Source: an optimization exercise on an open RTL-to-GDS flow (aim: small area). Production flows keep margins and buffers that such runs may drop. At most, simulation tests tie the RTL to the original design; equivalence was not proved. Power and IR drop assume default switching activity.

==> sierra: inputs <==
// master_port
module master_port #(parameter SLAVE_LEN=2, parameter ADDR_LEN=12, parameter DATA_LEN=8, parameter BURST_LEN=12)(
	input clk,
	input reset,
	input [1:0]instruction,
	input slave_select,
	input [ADDR_LEN-1:0]address,
	input [DATA_LEN-1:0]data_out,
	input [BURST_LEN-1:0]burst_num,
	output [DATA_LEN-1:0]data_in,
	output rx_done,
	output tx_done,
	output new_rx,
	input arbitor_busy,
	input bus_busy,
	input approval_grant,
	output approval_request,
	output tx_slave_select,
	output trans_done,
	input rx_data,
	output tx_address,
	output tx_data,
	output tx_burst_num,
	input slave_valid,
	input slave_ready,
	output master_valid,
	output master_ready,
	output write_en,
	output read_en);
wire master_ready_IN;
wire master_ready_OUT;
assign master_ready = master_ready_IN & master_ready_OUT;
assign trans_done = (instruction == 2'b11) ? rx_done : tx_done;
master_in_port MASTER_IN_PORT(
	.clk(clk),
	.reset(reset),
	.tx_done(tx_done),
	.instruction(instruction),
	.burst_num(burst_num),
	.data(data_in),
	.rx_done(rx_done),
	.new_rx(new_rx),
	.rx_data(rx_data),
	.slave_valid(slave_valid),
	.master_ready(master_ready_IN));
master_out_port MASTER_OUT_PORT(
	.clk(clk),
	.reset(reset),
	.slave_select(slave_select),
	.instruction(instruction),
	.address(address),
	.data(data_out),
	.burst_num(burst_num),
	.rx_done(rx_done),
	.tx_done(tx_done),
	.slave_ready(slave_ready),
	.arbitor_busy(arbitor_busy),
	.bus_busy(bus_busy),
	.approval_grant(approval_grant),
	.master_ready(master_ready_OUT),
	.approval_request(approval_request),
	.tx_slave_select(tx_slave_select),
	.master_valid(master_valid),
	.write_en(write_en),
	.read_en(read_en),
	.tx_address(tx_address),
	.tx_data(tx_data),
	.tx_burst_num(tx_burst_num));
endmodule
==> module master_in_port, before the edit <==
module master_in_port(
	input clk,
	input reset,
	input tx_done,
	input [1:0]instruction,
	input [11:0]burst_num,
	output reg [7:0]data,
	output reg rx_done,
	output reg new_rx,
	input rx_data,
	input slave_valid,
	output master_ready);
reg [3:0] st;
reg [6:0] shift;         
reg [11:0] burst_count;  
wire last = (st == 4'd7);
wire beats_done = (burst_count >= burst_num);
assign master_ready = (st[2:0] == 3'd0);
always @(posedge clk)
begin
	shift <= {rx_data, shift[6:1]};
	if (st[3])
		burst_count <= 12'd0;
	else if (last && !beats_done)
		burst_count <= burst_count + 12'd1;
end
always @(posedge clk or posedge reset)
begin
	if (reset)
	begin
		st <= 4'd8;
		data <= 8'd0;
		rx_done <= 1'b0;
		new_rx <= 1'b0;
	end
	else
	begin
		new_rx <= last;
		rx_done <= last & beats_done;
		if (last)
			data <= {rx_data, shift};
		if (st[3])
		begin
			if (instruction == 2'b11 && tx_done)
				st <= 4'd0;
		end
		else if (st == 4'd0)
		begin
			if (slave_valid)
				st <= 4'd1;
		end
		else if (last)
			st <= beats_done ? 4'd8 : 4'd0;
		else
			st <= st + 4'd1;
	end
end
endmodule
==> module master_out_port, before the edit <==
module master_out_port(
	input clk,
	input reset,
	input slave_select,
	input [1:0]instruction,
	input [11:0]address,
	input [7:0]data,
	input [11:0]burst_num,
	input rx_done,
	output tx_done,
	input slave_ready,
	input arbitor_busy,
	input bus_busy,
	input approval_grant,
	output master_ready,
	output approval_request,
	output reg tx_slave_select,
	output master_valid,
	output write_en,
	output read_en,
	output reg tx_address,
	output reg tx_data,
	output reg tx_burst_num);
localparam C_IDLE = 3'b000, C_RW2 = 3'b001, C_TS = 3'b010, C_WAA = 3'b011,
           C_WA = 3'b100, C_WB = 3'b101, C_FIN = 3'b110, C_RW1 = 3'b111;
reg p;
reg [3:0] k;
reg rd;                  
reg [7:0] temp_data;     
reg [11:0] burst_count;
wire grp_a = !p;
wire grp_d = p & !k[3];
wire grp_c = p & k[3];
wire [2:0] c = k[2:0];
wire free = !bus_busy & !arbitor_busy;
wire burst = |burst_num;
wire beats_done = (burst_count >= burst_num);
assign master_ready     = grp_c & (c[2:1] == 2'b00);
assign approval_request = grp_c & (c[2:1] == 2'b01);
assign tx_done          = grp_c & (c[2:1] == 2'b11);
assign master_valid     = (grp_a & (k != 4'd0)) | grp_d | tx_done;
wire rw_phase = grp_a & (k == 4'd1 || k == 4'd2);
assign write_en = rw_phase & !rd;
assign read_en  = rw_phase & rd;
wire [15:0] addr_ext = {4'd0, address};
wire [15:0] bn_ext = {3'd0, burst_num, burst};
reg np;
reg [3:0] nk;
always @*
begin
	np = p;
	nk = k;
	if (grp_c)
		case (c)
		C_IDLE: if (instruction[1]) nk = free ? {1'b1, C_TS} : {1'b1, C_WA};
		C_WA, C_WAA: nk = free ? {1'b1, C_TS} : {1'b1, C_WA};
		C_TS: if (bus_busy) nk = {1'b1, C_WB}; else begin np = 1'b0; nk = 4'd0; end
		C_WB: if (!bus_busy) begin np = 1'b0; nk = 4'd0; end
		C_FIN: nk = {1'b1, C_IDLE};
		default: nk = rx_done ? {1'b1, C_IDLE} : {1'b1, C_RW2};
		endcase
	else if (grp_a)
	begin
		if (k == 4'd0)
		begin
			if (approval_grant) nk = 4'd1;
			else if (bus_busy) begin np = 1'b1; nk = {1'b1, C_WAA}; end
		end
		else if (k == 4'd1)
		begin
			if (slave_ready) nk = 4'd2;
		end
		else if (k == 4'd11)
		begin
			if (burst) nk = 4'd12;
			else begin np = 1'b1; nk = {1'b1, instruction[0] ? C_RW1 : C_FIN}; end
		end
		else if (k == 4'd12)
		begin
			np = 1'b1;
			nk = instruction[0] ? {1'b1, C_RW1} : 4'd1;
		end
		else
			nk = k + 4'd1;
	end
	else
	begin
		if (k[2:0] == 3'd1)
		begin
			if (slave_ready) nk = 4'd2;
		end
		else if (k[2:0] == 3'd7)
			nk = beats_done ? {1'b1, C_FIN} : 4'd0;
		else
			nk = k + 4'd1;
	end
end
wire a_go = grp_a & ((k == 4'd0) ? approval_grant : (k == 4'd1) ? slave_ready : 1'b1);
wire ta_en = a_go & (k <= 4'd11);
wire tb_en = a_go;
wire td_en = (a_go & (k <= 4'd7 || k == 4'd12)) | (grp_d & ((k[2:0] == 3'd1) ? slave_ready : 1'b1));
wire [2:0] td_idx = (grp_a & k[3]) ? 3'd0 : k[2:0];
wire ss_en = (grp_c & (c == C_IDLE) & instruction[1] & free) |
             (grp_c & (c == C_WA || c == C_WAA) & free) |
             (grp_c & (c == C_TS)) |
             (grp_a & (k == 4'd0) & !approval_grant & bus_busy);
wire inc = (grp_a & (k == 4'd11) & burst) | (grp_d & (k[2:0] == 3'd7) & !beats_done);
always @(posedge clk)
begin
	if (grp_c & (c == C_IDLE))
	begin
		temp_data <= data;
		burst_count <= 12'd0;
	end
	else
	begin
		if (inc)
			temp_data <= temp_data + 8'd1;
		if ((grp_a & (k == 4'd12)) | (grp_d & (k[2:0] == 3'd0)))
			burst_count <= burst_count + 12'd1;
	end
	if (grp_a & (k == 4'd0) & approval_grant)
		rd <= instruction[0];
end
always @(posedge clk or posedge reset)
begin
	if (reset)
	begin
		p <= 1'b1;
		k <= {1'b1, C_IDLE};
		tx_slave_select <= 1'b0;
		tx_address <= 1'b0;
		tx_data <= 1'b0;
		tx_burst_num <= 1'b0;
	end
	else
	begin
		p <= np;
		k <= nk;
		if (ss_en) tx_slave_select <= slave_select;
		if (ta_en) tx_address <= addr_ext[k];
		if (td_en) tx_data <= temp_data[td_idx];
		if (tb_en) tx_burst_num <= bn_ext[k];
	end
end
endmodule
Settings: LEC_CHECK=0, CAP_MARGIN=20, CORE_MARGIN=2, CORE_UTILIZATION=40, SLEW_MARGIN=20; clock period 5.0 ns.
run.sh (not shown) runs the stock make flow with config.mk's settings and CLKGATE_MAP_FILE= SYNTH_SCRIPT=/design/flow/synth_recipe.tcl, a recipe that flattens the netlist after the stock synthesis.
==> onyx (differences from sierra) <==
--- a/flow/design.v
+++ b/flow/design.v
@@ -5,24 +5,25 @@
 	input [1:0]instruction,
 	input [11:0]burst_num,
 	output reg [7:0]data,
-	output reg rx_done,
-	output reg new_rx,
+	output rx_done,
+	output new_rx,
 	input rx_data,
 	input slave_valid,
 	output master_ready);
 reg [3:0] st;
 reg [6:0] shift;         
 reg [11:0] burst_count;  
+wire idle = st[3] & !st[1];
 wire last = (st == 4'd7);
-wire beats_done = (burst_count >= burst_num);
-assign master_ready = (st[2:0] == 3'd0);
+wire beats_done;
+burst_ge BURST_GE(.a(burst_count), .b(burst_num), .ge(beats_done));
+assign master_ready = st[3] | (st[2:0] == 3'd0);
+assign new_rx = st[3] & (st[2] | st[1]);
+assign rx_done = st[3] & st[2];
 always @(posedge clk)
 begin
 	shift <= {rx_data, shift[6:1]};
-	if (st[3])
-		burst_count <= 12'd0;
-	else if (last && !beats_done)
-		burst_count <= burst_count + 12'd1;
+	burst_count <= idle ? 12'd0 : burst_count + {11'd0, last};
 end
 always @(posedge clk or posedge reset)
 begin
@@ -30,31 +31,36 @@
 	begin
 		st <= 4'd8;
 		data <= 8'd0;
-		rx_done <= 1'b0;
-		new_rx <= 1'b0;
 	end
 	else
 	begin
-		new_rx <= last;
-		rx_done <= last & beats_done;
 		if (last)
 			data <= {rx_data, shift};
-		if (st[3])
-		begin
-			if (instruction == 2'b11 && tx_done)
-				st <= 4'd0;
-		end
-		else if (st == 4'd0)
-		begin
-			if (slave_valid)
-				st <= 4'd1;
-		end
+		if (idle)
+			st <= (instruction == 2'b11 && tx_done) ? 4'd0 : 4'd8;
+		else if (st[3] | (st[2:0] == 3'd0))
+			st <= slave_valid ? 4'd1 : 4'd0;
 		else if (last)
-			st <= beats_done ? 4'd8 : 4'd0;
+			st <= beats_done ? 4'd12 : 4'd10;
 		else
 			st <= st + 4'd1;
 	end
 end
+endmodule
+module burst_ge(
+	input [11:0] a,
+	input [11:0] b,
+	output ge);
+wire [12:0] c;
+assign c[0] = 1'b1;
+genvar i;
+generate
+	for (i = 0; i < 12; i = i + 1)
+	begin: chain
+		assign c[i+1] = (a[i] & ~b[i]) | (a[i] & c[i]) | (~b[i] & c[i]);
+	end
+endgenerate
+assign ge = c[12];
 endmodule
 module master_out_port(
 	input clk,
@@ -92,7 +98,8 @@
 wire [2:0] c = k[2:0];
 wire free = !bus_busy & !arbitor_busy;
 wire burst = |burst_num;
-wire beats_done = (burst_count >= burst_num);
+wire beats_done;
+burst_ge BURST_GE(.a(burst_count), .b(burst_num), .ge(beats_done));
 assign master_ready     = grp_c & (c[2:1] == 2'b00);
 assign approval_request = grp_c & (c[2:1] == 2'b01);
 assign tx_done          = grp_c & (c[2:1] == 2'b11);
@@ -162,21 +169,12 @@
              (grp_c & (c == C_WA || c == C_WAA) & free) |
              (grp_c & (c == C_TS)) |
              (grp_a & (k == 4'd0) & !approval_grant & bus_busy);
-wire inc = (grp_a & (k == 4'd11) & burst) | (grp_d & (k[2:0] == 3'd7) & !beats_done);
+wire inc = (grp_a & (k == 4'd11)) | (grp_d & (k[2:0] == 3'd7));
+wire idle = grp_c & (c == C_IDLE);
 always @(posedge clk)
 begin
-	if (grp_c & (c == C_IDLE))
-	begin
-		temp_data <= data;
-		burst_count <= 12'd0;
-	end
-	else
-	begin
-		if (inc)
-			temp_data <= temp_data + 8'd1;
-		if ((grp_a & (k == 4'd12)) | (grp_d & (k[2:0] == 3'd0)))
-			burst_count <= burst_count + 12'd1;
-	end
+	temp_data <= idle ? data : temp_data + {7'd0, inc};
+	burst_count <= idle ? 12'd0 : burst_count + {11'd0, inc};
 	if (grp_a & (k == 4'd0) & approval_grant)
 		rd <= instruction[0];
 end
==> flow/flow/run.sh (new file) <==
#!/bin/bash
# Layout flow: the standard synthesis unchanged, then its combinational
# logic re-mapped for area (flip-flops kept as synthesized), then the standard flow's
# standard layout with the smallest buffer on the ports and a clock tree
# without dummy loads.
set -uo pipefail
WORK=$(pwd)
R=$WORK/orfs/results/sky130hd/master_port/base
LIB=$FLOW_HOME/platforms/sky130hd/lib/sky130_fd_sc_hd__tt_025C_1v80.lib
YOSYS=${YOSYS_EXE:-$FLOW_HOME/../tools/install/yosys/bin/yosys}
[ -x "$YOSYS" ] || YOSYS=yosys

bash standard.sh synth > synth.log 2>&1 || exit 1

cp $R/1_2_yosys.v $WORK/std_netlist.v
sed -e "s|LIBFILE|$LIB|g" -e "s|NETIN|$WORK/std_netlist.v|" -e "s|NETOUT|$WORK/resyn_netlist.v|" \
    -e "s|ABCFILE|$WORK/flow/resyn.abc|" -e "s|STATIN|$WORK/resyn_stat_in.txt|" \
    -e "s|STATOUT|$WORK/resyn_stat_out.txt|" flow/resyn.ys > resyn_run.ys
if "$YOSYS" -s resyn_run.ys > resyn.log 2>&1 && [ -s resyn_netlist.v ]; then
  cp resyn_netlist.v $R/1_2_yosys.v
  rm -f $R/1_synth.odb $R/1_synth.sdc
fi

bash standard.sh \
  "BUFFER_PORTS_ARGS=-buffer_cell sky130_fd_sc_hd__buf_1" \
  "CTS_ARGS=-sink_clustering_enable -repair_clock_nets -dont_use_dummy_load" \
  finish > finish.log 2>&1 || exit 1
==> flow/flow/resyn.abc (new file) <==
strash
&get -n
&st
&dch -f
&nf -R 1000
&put
strash
&get -n
&st
&dch -f
&nf -R 1000
&put
strash
&get -n
&st
&dch -f
&nf -R 1000
&put
==> flow/flow/resyn.ys (new file) <==
# Re-map the combinational logic of the standard synthesis netlist for area.
# The flip-flops (and tie cells) stay as they are, with their names and cell
# types; every other cell is read as its liberty function and mapped again.
read_liberty -ignore_miss_func LIBFILE
blackbox sky130_fd_sc_hd__df* sky130_fd_sc_hd__edf* sky130_fd_sc_hd__conb_1
read_verilog NETIN
hierarchy -top master_port
flatten
opt_clean
tee -o STATIN stat -liberty LIBFILE
abc -script ABCFILE -liberty LIBFILE -dont_use sky130_fd_sc_hd__lpflow_bleeder_1 -dont_use sky130_fd_sc_hd__lpflow_clkbufkapwr_1 -dont_use sky130_fd_sc_hd__lpflow_clkbufkapwr_16 -dont_use sky130_fd_sc_hd__lpflow_clkbufkapwr_2 -dont_use sky130_fd_sc_hd__lpflow_clkbufkapwr_4 -dont_use sky130_fd_sc_hd__lpflow_clkbufkapwr_8 -dont_use sky130_fd_sc_hd__lpflow_clkinvkapwr_1 -dont_use sky130_fd_sc_hd__lpflow_clkinvkapwr_16 -dont_use sky130_fd_sc_hd__lpflow_clkinvkapwr_2 -dont_use sky130_fd_sc_hd__lpflow_clkinvkapwr_4 -dont_use sky130_fd_sc_hd__lpflow_clkinvkapwr_8 -dont_use sky130_fd_sc_hd__lpflow_decapkapwr_12 -dont_use sky130_fd_sc_hd__lpflow_decapkapwr_3 -dont_use sky130_fd_sc_hd__lpflow_decapkapwr_4 -dont_use sky130_fd_sc_hd__lpflow_decapkapwr_6 -dont_use sky130_fd_sc_hd__lpflow_decapkapwr_8 -dont_use sky130_fd_sc_hd__lpflow_inputiso0n_1 -dont_use sky130_fd_sc_hd__lpflow_inputiso0p_1 -dont_use sky130_fd_sc_hd__lpflow_inputiso1n_1 -dont_use sky130_fd_sc_hd__lpflow_inputiso1p_1 -dont_use sky130_fd_sc_hd__lpflow_inputisolatch_1 -dont_use sky130_fd_sc_hd__lpflow_isobufsrc_1 -dont_use sky130_fd_sc_hd__lpflow_isobufsrc_16 -dont_use sky130_fd_sc_hd__lpflow_isobufsrc_2 -dont_use sky130_fd_sc_hd__lpflow_isobufsrc_4 -dont_use sky130_fd_sc_hd__lpflow_isobufsrc_8 -dont_use sky130_fd_sc_hd__lpflow_isobufsrckapwr_16 -dont_use sky130_fd_sc_hd__lpflow_lsbuf_lh_hl_isowell_tap_1 -dont_use sky130_fd_sc_hd__lpflow_lsbuf_lh_hl_isowell_tap_2 -dont_use sky130_fd_sc_hd__lpflow_lsbuf_lh_hl_isowell_tap_4 -dont_use sky130_fd_sc_hd__lpflow_lsbuf_lh_isowell_4 -dont_use sky130_fd_sc_hd__lpflow_lsbuf_lh_isowell_tap_1 -dont_use sky130_fd_sc_hd__lpflow_lsbuf_lh_isowell_tap_2 -dont_use sky130_fd_sc_hd__lpflow_lsbuf_lh_isowell_tap_4 -dont_use sky130_fd_sc_hd__probe_p_8 -dont_use sky130_fd_sc_hd__probec_p_8 
opt_clean -purge
hilomap -singleton -hicell sky130_fd_sc_hd__conb_1 HI -locell sky130_fd_sc_hd__conb_1 LO
splitnets
opt_clean -purge
tee -o STATOUT stat -liberty LIBFILE
write_verilog -noattr -nohex -nodec NETOUT
==> flow/standard.sh (new file) <==
#!/bin/bash
# synth_recipe.tcl (not shown) runs the flow's synth.tcl, then flattens the netlist and writes it again
# the make line also repeats each setting of config.mk as NAME=value (left out here)
make -C /OpenROAD-flow-scripts/flow DESIGN_CONFIG=/design/flow/config.mk WORK_HOME=/design/flow/orfs CLKGATE_MAP_FILE= SYNTH_SCRIPT=/design/flow/synth_recipe.tcl "${@:-finish}"
Settings changed: CORE_UTILIZATION 40 to 70.
removed: flow/run.sh
==> tundra (differences from sierra) <==
--- a/flow/design.v
+++ b/flow/design.v
@@ -5,24 +5,25 @@
 	input [1:0]instruction,
 	input [11:0]burst_num,
 	output reg [7:0]data,
-	output reg rx_done,
-	output reg new_rx,
+	output rx_done,
+	output new_rx,
 	input rx_data,
 	input slave_valid,
 	output master_ready);
 reg [3:0] st;
 reg [6:0] shift;         
 reg [11:0] burst_count;  
+wire idle = st[3] & !st[1];
 wire last = (st == 4'd7);
-wire beats_done = (burst_count >= burst_num);
-assign master_ready = (st[2:0] == 3'd0);
+wire beats_done;
+burst_ge BURST_GE(.a(burst_count), .b(burst_num), .ge(beats_done));
+assign master_ready = st[3] | (st[2:0] == 3'd0);
+assign new_rx = st[3] & (st[2] | st[1]);
+assign rx_done = st[3] & st[2];
 always @(posedge clk)
 begin
 	shift <= {rx_data, shift[6:1]};
-	if (st[3])
-		burst_count <= 12'd0;
-	else if (last && !beats_done)
-		burst_count <= burst_count + 12'd1;
+	burst_count <= idle ? 12'd0 : burst_count + {11'd0, last};
 end
 always @(posedge clk or posedge reset)
 begin
@@ -30,31 +31,36 @@
 	begin
 		st <= 4'd8;
 		data <= 8'd0;
-		rx_done <= 1'b0;
-		new_rx <= 1'b0;
 	end
 	else
 	begin
-		new_rx <= last;
-		rx_done <= last & beats_done;
 		if (last)
 			data <= {rx_data, shift};
-		if (st[3])
-		begin
-			if (instruction == 2'b11 && tx_done)
-				st <= 4'd0;
-		end
-		else if (st == 4'd0)
-		begin
-			if (slave_valid)
-				st <= 4'd1;
-		end
+		if (idle)
+			st <= (instruction == 2'b11 && tx_done) ? 4'd0 : 4'd8;
+		else if (st[3] | (st[2:0] == 3'd0))
+			st <= slave_valid ? 4'd1 : 4'd0;
 		else if (last)
-			st <= beats_done ? 4'd8 : 4'd0;
+			st <= beats_done ? 4'd12 : 4'd10;
 		else
 			st <= st + 4'd1;
 	end
 end
+endmodule
+module burst_ge(
+	input [11:0] a,
+	input [11:0] b,
+	output ge);
+wire [12:0] c;
+assign c[0] = 1'b1;
+genvar i;
+generate
+	for (i = 0; i < 12; i = i + 1)
+	begin: chain
+		assign c[i+1] = (a[i] & ~b[i]) | (a[i] & c[i]) | (~b[i] & c[i]);
+	end
+endgenerate
+assign ge = c[12];
 endmodule
 module master_out_port(
 	input clk,
@@ -92,7 +98,8 @@
 wire [2:0] c = k[2:0];
 wire free = !bus_busy & !arbitor_busy;
 wire burst = |burst_num;
-wire beats_done = (burst_count >= burst_num);
+wire beats_done;
+burst_ge BURST_GE(.a(burst_count), .b(burst_num), .ge(beats_done));
 assign master_ready     = grp_c & (c[2:1] == 2'b00);
 assign approval_request = grp_c & (c[2:1] == 2'b01);
 assign tx_done          = grp_c & (c[2:1] == 2'b11);
@@ -162,21 +169,12 @@
              (grp_c & (c == C_WA || c == C_WAA) & free) |
              (grp_c & (c == C_TS)) |
              (grp_a & (k == 4'd0) & !approval_grant & bus_busy);
-wire inc = (grp_a & (k == 4'd11) & burst) | (grp_d & (k[2:0] == 3'd7) & !beats_done);
+wire inc = (grp_a & (k == 4'd11)) | (grp_d & (k[2:0] == 3'd7));
+wire idle = grp_c & (c == C_IDLE);
 always @(posedge clk)
 begin
-	if (grp_c & (c == C_IDLE))
-	begin
-		temp_data <= data;
-		burst_count <= 12'd0;
-	end
-	else
-	begin
-		if (inc)
-			temp_data <= temp_data + 8'd1;
-		if ((grp_a & (k == 4'd12)) | (grp_d & (k[2:0] == 3'd0)))
-			burst_count <= burst_count + 12'd1;
-	end
+	temp_data <= idle ? data : temp_data + {7'd0, inc};
+	burst_count <= idle ? 12'd0 : burst_count + {11'd0, inc};
 	if (grp_a & (k == 4'd0) & approval_grant)
 		rd <= instruction[0];
 end
==> flow/flow/run.sh (new file) <==
#!/bin/bash
# Layout flow: the standard flow (standard synthesis unchanged), with the
# smallest buffer on the ports and a clock tree of small buffers without
# dummy loads.
set -uo pipefail
bash standard.sh synth > synth.log 2>&1 || exit 1
bash standard.sh \
  "BUFFER_PORTS_ARGS=-buffer_cell sky130_fd_sc_hd__buf_1" \
  "CTS_ARGS=-sink_clustering_enable -repair_clock_nets -dont_use_dummy_load -buf_list sky130_fd_sc_hd__clkbuf_4" \
  finish > finish.log 2>&1 || exit 1
==> flow/standard.sh (new file) <==
#!/bin/bash
# synth_recipe.tcl (not shown) runs the flow's synth.tcl, then flattens the netlist and writes it again
# the make line also repeats each setting of config.mk as NAME=value (left out here)
make -C /OpenROAD-flow-scripts/flow DESIGN_CONFIG=/design/flow/config.mk WORK_HOME=/design/flow/orfs CLKGATE_MAP_FILE= SYNTH_SCRIPT=/design/flow/synth_recipe.tcl "${@:-finish}"
Settings changed: CORE_UTILIZATION 40 to 70.
removed: flow/run.sh
==> lagoon (differences from sierra) <==
--- a/flow/design.v
+++ b/flow/design.v
@@ -14,14 +14,15 @@
 reg [6:0] shift;         
 reg [11:0] burst_count;  
 wire last = (st == 4'd7);
-wire beats_done = (burst_count >= burst_num);
+wire beats_done;
+burst_ge BURST_GE(.a(burst_count), .b(burst_num), .ge(beats_done));
 assign master_ready = (st[2:0] == 3'd0);
 always @(posedge clk)
 begin
 	shift <= {rx_data, shift[6:1]};
 	if (st[3])
 		burst_count <= 12'd0;
-	else if (last && !beats_done)
+	else if (last)    
 		burst_count <= burst_count + 12'd1;
 end
 always @(posedge clk or posedge reset)
@@ -55,6 +56,21 @@
 			st <= st + 4'd1;
 	end
 end
+endmodule
+module burst_ge(
+	input [11:0] a,
+	input [11:0] b,
+	output ge);
+wire [12:0] c;
+assign c[0] = 1'b1;
+genvar i;
+generate
+	for (i = 0; i < 12; i = i + 1)
+	begin: chain
+		assign c[i+1] = (a[i] & ~b[i]) | (a[i] & c[i]) | (~b[i] & c[i]);
+	end
+endgenerate
+assign ge = c[12];
 endmodule
 module master_out_port(
 	input clk,
@@ -92,7 +108,8 @@
 wire [2:0] c = k[2:0];
 wire free = !bus_busy & !arbitor_busy;
 wire burst = |burst_num;
-wire beats_done = (burst_count >= burst_num);
+wire beats_done;
+burst_ge BURST_GE(.a(burst_count), .b(burst_num), .ge(beats_done));
 assign master_ready     = grp_c & (c[2:1] == 2'b00);
 assign approval_request = grp_c & (c[2:1] == 2'b01);
 assign tx_done          = grp_c & (c[2:1] == 2'b11);
@@ -162,7 +179,7 @@
              (grp_c & (c == C_WA || c == C_WAA) & free) |
              (grp_c & (c == C_TS)) |
              (grp_a & (k == 4'd0) & !approval_grant & bus_busy);
-wire inc = (grp_a & (k == 4'd11) & burst) | (grp_d & (k[2:0] == 3'd7) & !beats_done);
+wire inc = (grp_a & (k == 4'd11)) | (grp_d & (k[2:0] == 3'd7));
 always @(posedge clk)
 begin
 	if (grp_c & (c == C_IDLE))
@@ -173,9 +190,10 @@
 	else
 	begin
 		if (inc)
+		begin
 			temp_data <= temp_data + 8'd1;
-		if ((grp_a & (k == 4'd12)) | (grp_d & (k[2:0] == 3'd0)))
 			burst_count <= burst_count + 12'd1;
+		end
 	end
 	if (grp_a & (k == 4'd0) & approval_grant)
 		rd <= instruction[0];
==> flow/flow/run.sh (new file) <==
#!/bin/bash
# Layout flow: the standard flow (standard synthesis unchanged), with the
# smallest buffer on the ports and a clock tree without dummy loads.
set -uo pipefail
bash standard.sh synth > synth.log 2>&1 || exit 1
bash standard.sh \
  "BUFFER_PORTS_ARGS=-buffer_cell sky130_fd_sc_hd__buf_1" \
  "CTS_ARGS=-sink_clustering_enable -repair_clock_nets -dont_use_dummy_load" \
  finish > finish.log 2>&1 || exit 1
==> flow/standard.sh (new file) <==
#!/bin/bash
# synth_recipe.tcl (not shown) runs the flow's synth.tcl, then flattens the netlist and writes it again
# the make line also repeats each setting of config.mk as NAME=value (left out here)
make -C /OpenROAD-flow-scripts/flow DESIGN_CONFIG=/design/flow/config.mk WORK_HOME=/design/flow/orfs CLKGATE_MAP_FILE= SYNTH_SCRIPT=/design/flow/synth_recipe.tcl "${@:-finish}"
removed: flow/run.sh
==> run summary <==
- lagoon went through all stages and came out clean. onyx finished with timing, DRC and antenna clean. sierra ran to the end with no violations. tundra finished with timing, DRC and antenna clean.
- Between onyx and lagoon, the lower final cell count is in onyx (gap 22%, measured against lagoon).
- Of onyx and sierra, sierra has the higher cell area (gap about 33%, measured against sierra).
- Maximum frequency, highest first: onyx, lagoon, tundra, sierra.
- Against onyx, the via count of sierra is larger by about 20%.
- Clock skew: sierra < lagoon < onyx < tundra.
- Against lagoon, the first-iteration DRC count of sierra is smaller by 5.6%.
==> figures <==
metric	tundra	lagoon	onyx	sierra
Status	finished clean	finished clean	finished clean	finished clean
Routed length on met1	4090 microns	4820 microns	3350 microns	5410 microns
Register share of total power	41.4%	36.8%	41.2%	33.0%
Number of flip-flops and latches	61	63	61	63
Area share of buffers outside the clock network	5.79%	5.76%	7.34%	12.9%
Layout fillers	381	1009	306	993
Basic-gate share of the synthesized area counting and, or, nand and nor cells	23.3%	21.6%	-	22.6%
Slew of the pin with the lowest slew margin	0.961 ns	0.652 ns	0.763 ns	0.739 ns
Switching fraction of total power	44.7%	43.3%	42.7%	41.9%
Hold worst-path end	MASTER_IN_PORT.shift[3]$_DFF_P_	MASTER_IN_PORT.shift[0]$_DFF_P_	MASTER_IN_PORT.shift[5]$_DFF_P_	MASTER_IN_PORT.shift[0]$_DFF_P_
Layout Cells excl Fill	584	647	503	701
Post-route minimum period	3.69 ns	3.43 ns	3.35 ns	4.07 ns
Post-route clock period utilization	73.8%	68.6%	67.0%	81.4%
Adder-cell share of the synthesized area	5.42%	4.13%	-	9.94%
The RTL of lagoon was laid out without a check of its function.

what the ideal ports hide:
The results above use ideal ports. As a check the final layouts listed here were re-extracted and re-timed, cells and wires unchanged. Step 1, drivers: a clkbuf_16 drives clk and a buf_2 each remaining input, both assumed. Step 2 moves the port delays by t, midway between the first and last clock arrival at a register: inputs arrive t later, outputs are due t later. That takes back most of the time a late clock gives input paths. Slacks: ideal / step 1 / step 2; pairs: ideal / step 1.
run | t (ns) | slack for setup (ns) | worst data-port slew with drivers (ns) | cell pins on the clock port's net
sierra | 0.384 | 0.929 / 0.895 / 1.245 | 0.04 | 1
onyx | 0.364 | 1.652 / 1.627 / 1.687 | 0.04 | 1
tundra | 0.424 | 1.310 / 1.279 / 1.604 | 0.04 | 1
lagoon | 0.351 | 1.570 / 1.541 / 1.892 | 0.03 | 1
After both steps setup and hold are still met in every run listed.
